This design comes from an exercise in tuning for small area on the open sky130 flow, not from production work.
Function was checked by simulation only, so behaviour that the tests miss may differ from the original.
Power and IR drop assume default switching activity.

== 07-05 ==
==> flow/design.v <==
module num_to_svnseg(
    input [3:0] in,
    output [6:0] out);
    localparam [15:0] SEG6 = 16'b1101_0111_1110_1101;   
    localparam [15:0] SEG5 = 16'b0010_0111_1001_1111;   
    localparam [15:0] SEG4 = 16'b0010_1111_1111_1011;   
    localparam [15:0] SEG3 = 16'b0111_1011_0110_1101;   
    localparam [15:0] SEG2 = 16'b1111_1101_0100_0101;   
    localparam [15:0] SEG1 = 16'b1101_1111_0111_0001;   
    localparam [15:0] SEG0 = 16'b1110_1111_0111_1100;   
    assign out = ~{SEG6[in], SEG5[in], SEG4[in], SEG3[in], SEG2[in], SEG1[in], SEG0[in]};
endmodule
module svnseg_controller(
    input clk,
    input rst,
    input [7:0] num,
    output dig1,
    output dig2,
    output dig3,
    output dig4,
    output seg0,
    output seg1,
    output seg2,
    output seg3,
    output seg4,
    output seg5,
    output seg6,
    output seg7);
    localparam [12:0] POL = 13'b1010101010101;
    reg [12:0] q;
    wire [12:0] s = q ^ POL;
    wire tick = (s == 13'd0);
    always @(posedge clk)
        if (rst)
            q <= POL;
        else
            q <= {s[11:0], s[12] ^ s[3] ^ s[2] ^ s[0] ^ (s[11:0] == 0)} ^ POL;
    reg [1:0] shown;
    reg blank;
    reg [3:0] nib;
    wire [1:0] shown_n = shown + 2'd1;
    always @(posedge clk) begin
        if (rst) begin
            shown <= 2'd3;
            blank <= 1'b1;
            nib <= 4'h0;
        end else if (tick) begin
            shown <= shown_n;
            blank <= 1'b0;
            nib <= (shown_n == 2'd0) ? num[3:0] : (shown_n == 2'd1) ? num[7:4] : 4'h0;
        end
    end
    wire [6:0] svn;
    num_to_svnseg decode(
        .in(nib),
        .out(svn));
    assign dig1 = blank || shown != 2'd0;
    assign dig2 = blank || shown != 2'd1;
    assign dig3 = blank || shown != 2'd2;
    assign dig4 = blank || shown != 2'd3;
    assign {seg0, seg1, seg2, seg3, seg4, seg5, seg6} = blank ? 7'h7F : svn;
    assign seg7 = 1'b1;
endmodule
module uart_rx(
    input clk,
    input rst,
    input uart_rxd,
    output data_valid,
    output reg [7:0] data);
    localparam [8:0] POL = 9'b101010101;
    localparam [8:0] S0 = 9'b000000001;
    localparam [8:0] S216 = 9'b001101011;
    localparam [8:0] T = 9'b011101101;
    localparam [3:0] IDLE = 4'd0, DV = 4'd1, START = 4'd2, STOP1 = 4'd3, STOP2 = 4'd4;
    reg [3:0] state;
    reg [8:0] q;
    wire [8:0] s = q ^ POL;
    wire [8:0] s_step = {s[7:0], s[8] ^ s[4]};
    wire term = (s == T);
    reg [3:0] state_n;
    reg [8:0] s_n;
    always @(*) begin
        state_n = state;
        s_n = s_step;
        if (state[3]) begin
            if (term) begin
                s_n = S0;
                state_n = (state[2:0] == 3'd7) ? STOP1 : state + 4'd1;
            end
        end else
        case (state)
            START: if (term) begin
                s_n = S0;
                state_n = uart_rxd ? IDLE : 4'b1000;
            end
            STOP1: if (term) begin
                s_n = S216;
                state_n = STOP2;
            end
            STOP2: if (term)
                state_n = DV;
            default: begin
                s_n = S216;
                state_n = uart_rxd ? IDLE : START;
            end
        endcase
    end
    always @(posedge clk) begin
        q <= s_n ^ POL;
        if (rst)
            state <= IDLE;
        else
            state <= state_n;
        if (rst)
            data <= 8'h00;
        else if (state[3] && term)
            data[state[2:0]] <= uart_rxd;
    end
    assign data_valid = (state == DV);
endmodule
module uart_tx(
    input clk,
    input rst,
    input data_valid,
    input [7:0] data,
    output reg uart_txd_n);
    localparam [8:0] POL = 9'b101010101;
    localparam [8:0] S0 = 9'b000000001;
    localparam [8:0] T = 9'b011101101;
    localparam [3:0] IDLE = 4'd0, START = 4'd1, STOP = 4'd2;
    reg [3:0] state;
    reg [8:0] q;
    wire [8:0] s = q ^ POL;
    wire [8:0] s_step = {s[7:0], s[8] ^ s[4]};
    wire term = (s == T);
    wire first = (s == S0);
    reg [3:0] state_n;
    reg [8:0] s_n;
    reg tx_n;
    always @(*) begin
        state_n = state;
        s_n = s_step;
        tx_n = 1'b1;
        if (state[3]) begin
            tx_n = first ? data[state[2:0]] : !uart_txd_n;
            if (term) begin
                s_n = S0;
                state_n = (state[2:0] == 3'd7) ? STOP : state + 4'd1;
            end
        end else
        case (state)
            START: begin
                tx_n = 1'b0;
                if (term) begin
                    s_n = S0;
                    state_n = 4'b1000;
                end
            end
            STOP: if (term)
                state_n = IDLE;
            default: begin
                s_n = S0;
                state_n = data_valid ? START : IDLE;
            end
        endcase
    end
    always @(posedge clk) begin
        q <= s_n ^ POL;
        if (rst) begin
            state <= IDLE;
            uart_txd_n <= 1'b0;
        end else begin
            state <= state_n;
            uart_txd_n <= !tx_n;
        end
    end
endmodule
module tonegen
(
    input clk,
    input rst,
    input [7:0] data,
    input data_valid,
    output signal
);
    localparam [18:0] TPOL = 19'b1010101010101010101;
    localparam [18:0] T0 = 19'b1000100100011000011;
    localparam [23:0] MPOL = 24'b010101010101010101010101;
    localparam [23:0] M1 = 24'b000000000000000000000001;
    localparam [23:0] MT = 24'b101011001111010011100010;
    reg [3:0] idx;
    reg [18:0] tq;
    reg waveform;
    reg mute;
    reg [23:0] mq;
    wire [18:0] ts = tq ^ TPOL;
    wire [23:0] ms = mq ^ MPOL;
    wire key = (data[7:5] == 3'b011) && ((!data[1] && data[2] && !data[3]) || (data[0] && !data[1] && !data[3] && !data[4]) || (data[0] && data[1] && !data[3] && data[4]) || (data[0] && !data[1] && !data[2] && data[3] && data[4]) || (data[2] && !data[3] && !data[4]) || (data[1] && !data[2] && data[3] && !data[4]) || (!data[0] && !data[2] && data[3] && !data[4]));
    wire [3:0] idx_n = key ? {data[4], data[2:0]} : 4'b0001;
    wire [18:0] target;
    assign target[0] = !((!idx[1] && !idx[3]) || (idx[2]));
    assign target[1] = (!idx[2]) || (idx[0] && !idx[3]) || (idx[1] && !idx[3]);
    assign target[2] = (!idx[2]) || (!idx[0] && !idx[1]);
    assign target[3] = (!idx[3]) || (idx[1]) || (!idx[0]);
    assign target[4] = (idx[0] && !idx[1]) || (!idx[1] && !idx[3]) || (!idx[2] && !idx[3]);
    assign target[5] = !((idx[1] && !idx[2]) || (idx[0] && idx[2] && idx[3]) || (!idx[0] && !idx[3]));
    assign target[6] = (!idx[0] && !idx[1] && !idx[2]) || (!idx[0] && idx[3]) || (idx[0] && idx[2] && !idx[3]);
    assign target[7] = (!idx[2]) || (!idx[0]) || (idx[1] && idx[3]);
    assign target[8] = !((idx[3]) || (idx[1] && idx[2]));
    assign target[9] = (!idx[1] && !idx[2] && !idx[3]) || (!idx[0] && idx[1]);
    assign target[10] = (!idx[0] && idx[2]) || (idx[0] && !idx[1] && !idx[2]);
    assign target[11] = (idx[3]) || (idx[0]);
    assign target[12] = !((!idx[1] && !idx[3]) || (!idx[0] && !idx[2]));
    assign target[13] = !((!idx[1] && idx[3]) || (!idx[0] && !idx[1] && !idx[2]) || (idx[0] && idx[1] && idx[2] && !idx[3]));
    assign target[14] = (!idx[0] && idx[3]) || (idx[0] && idx[1] && idx[2]) || (!idx[1] && !idx[2]);
    assign target[15] = (idx[0] && idx[1] && idx[2] && !idx[3]) || (idx[0] && !idx[1] && idx[2] && idx[3]) || (!idx[1] && !idx[2] && !idx[3]);
    assign target[16] = (idx[0] && !idx[1] && !idx[2]) || (idx[3]);
    assign target[17] = 1'b1;
    assign target[18] = !((!idx[0]) || (!idx[1] && idx[2]));
    wire start = data_valid;
    wire expire = (ms == MT);
    wire mute_n = !start && (mute || expire);
    wire match = (ts == target);
    always @(posedge clk) begin
        if (start || mute)
            mq <= M1 ^ MPOL;
        else
            mq <= {ms[22:0], ms[23] ^ ms[22] ^ ms[21] ^ ms[16]} ^ MPOL;
        if (rst) begin
            idx <= 4'b0001;
            tq <= T0 ^ TPOL;
            waveform <= 1'b0;
            mute <= 1'b1;
        end else begin
            if (start)
                idx <= idx_n;
            mute <= mute_n;
            if (!mute_n) begin
                if (match) begin
                    tq <= T0 ^ TPOL;
                    waveform <= !waveform;
                end else
                    tq <= {ts[17:0], ts[18] ^ ts[10] ^ ts[5] ^ ts[1] ^ (ts[17:0] == 0)} ^ TPOL;
            end
        end
    end
    assign signal = !mute && waveform;
endmodule
module synth
(
    input FPGA_CLK,
    input RESET,
    input UART_RXD,
    output UART_TXD,
    output SVNSEG_DIG1,
    output SVNSEG_DIG2,
    output SVNSEG_DIG3,
    output SVNSEG_DIG4,
    output SVNSEG_SEG0,
    output SVNSEG_SEG1,
    output SVNSEG_SEG2,
    output SVNSEG_SEG3,
    output SVNSEG_SEG4,
    output SVNSEG_SEG5,
    output SVNSEG_SEG6,
    output SVNSEG_SEG7,
    output BEEP
);
    wire rx = !UART_RXD;
    wire valid;
    wire [7:0] data_byte;
    uart_rx uart_rx_inst
    (
        .clk(FPGA_CLK),
        .rst(RESET),
        .uart_rxd(rx),
        .data(data_byte),
        .data_valid(valid)
    );
    uart_tx uart_tx_inst
    (
        .clk(FPGA_CLK),
        .rst(RESET),
        .data(data_byte),
        .data_valid(valid),
        .uart_txd_n(UART_TXD)
    );
    svnseg_controller controller_inst
    (
        .clk(FPGA_CLK),
        .rst(RESET),
        .num(data_byte),
        .dig1(SVNSEG_DIG1),
        .dig2(SVNSEG_DIG2),
        .dig3(SVNSEG_DIG3),
        .dig4(SVNSEG_DIG4),
        .seg0(SVNSEG_SEG0),
        .seg1(SVNSEG_SEG1),
        .seg2(SVNSEG_SEG2),
        .seg3(SVNSEG_SEG3),
        .seg4(SVNSEG_SEG4),
        .seg5(SVNSEG_SEG5),
        .seg6(SVNSEG_SEG6),
        .seg7(SVNSEG_SEG7)
    );
    tonegen tonegen_inst
    (
        .clk(FPGA_CLK),
        .rst(RESET),
        .data(data_byte),
        .data_valid(valid),
        .signal(BEEP)
    );
endmodule
clock: 10.0 ns
lec_check: 0
cap_margin: 20
core_margin: 2
core_utilization: 40
slew_margin: 20
run.sh (not shown) runs the stock make flow with config.mk's settings and CLKGATE_MAP_FILE= SYNTH_SCRIPT=/design/flow/synth_recipe.tcl, a recipe that flattens the netlist after the stock synthesis.
Edits applied to the flow inputs when going from 07-05 to 04-17:
- CTS_BUF_LIST: unset -> sky130_fd_sc_hd__clkbuf_8
[summary]
Both conditions hold for 04-17: the flow ran to the end and the final layout passed the timing, DRC and antenna checks.
Net switching power: higher on 07-05
Power share of the clock group: 04-17 lower than 07-05
From 04-17 to 07-05, total of clock buffers placed in the layout did not move at all.
Taking 07-05 as the reference point, the worst setup margin of 04-17 falls by 0.040 ns.

separate check: timing with driven ports:
The flow's constraints put no driver on any port. The routed layouts listed below were extracted and timed again, unchanged, in two steps. Step 1 (the two cells are an assumption about what drives the block):
set clk [get_ports {FPGA_CLK}]
set_driving_cell -lib_cell sky130_fd_sc_hd__clkbuf_16 $clk
set_driving_cell -lib_cell sky130_fd_sc_hd__buf_2 [delete_from_list [all_inputs] $clk]
Step 2 times the ports against the registers' clock, not the clock port: input delays grow and output delays shrink by t, the midpoint of the rising clock arrivals with the driver on. Slacks: ideal / step 1 / step 2; pairs: ideal / step 1.
run | t (ns) | setup WS [ns] | worst setup path after step 2
07-05 | 0.371 | 5.926 / 5.888 / 6.071 | input to register
04-17 | 0.392 | 5.886 / 5.852 / 6.081 | input to register
After both steps every run listed still meets setup and hold.
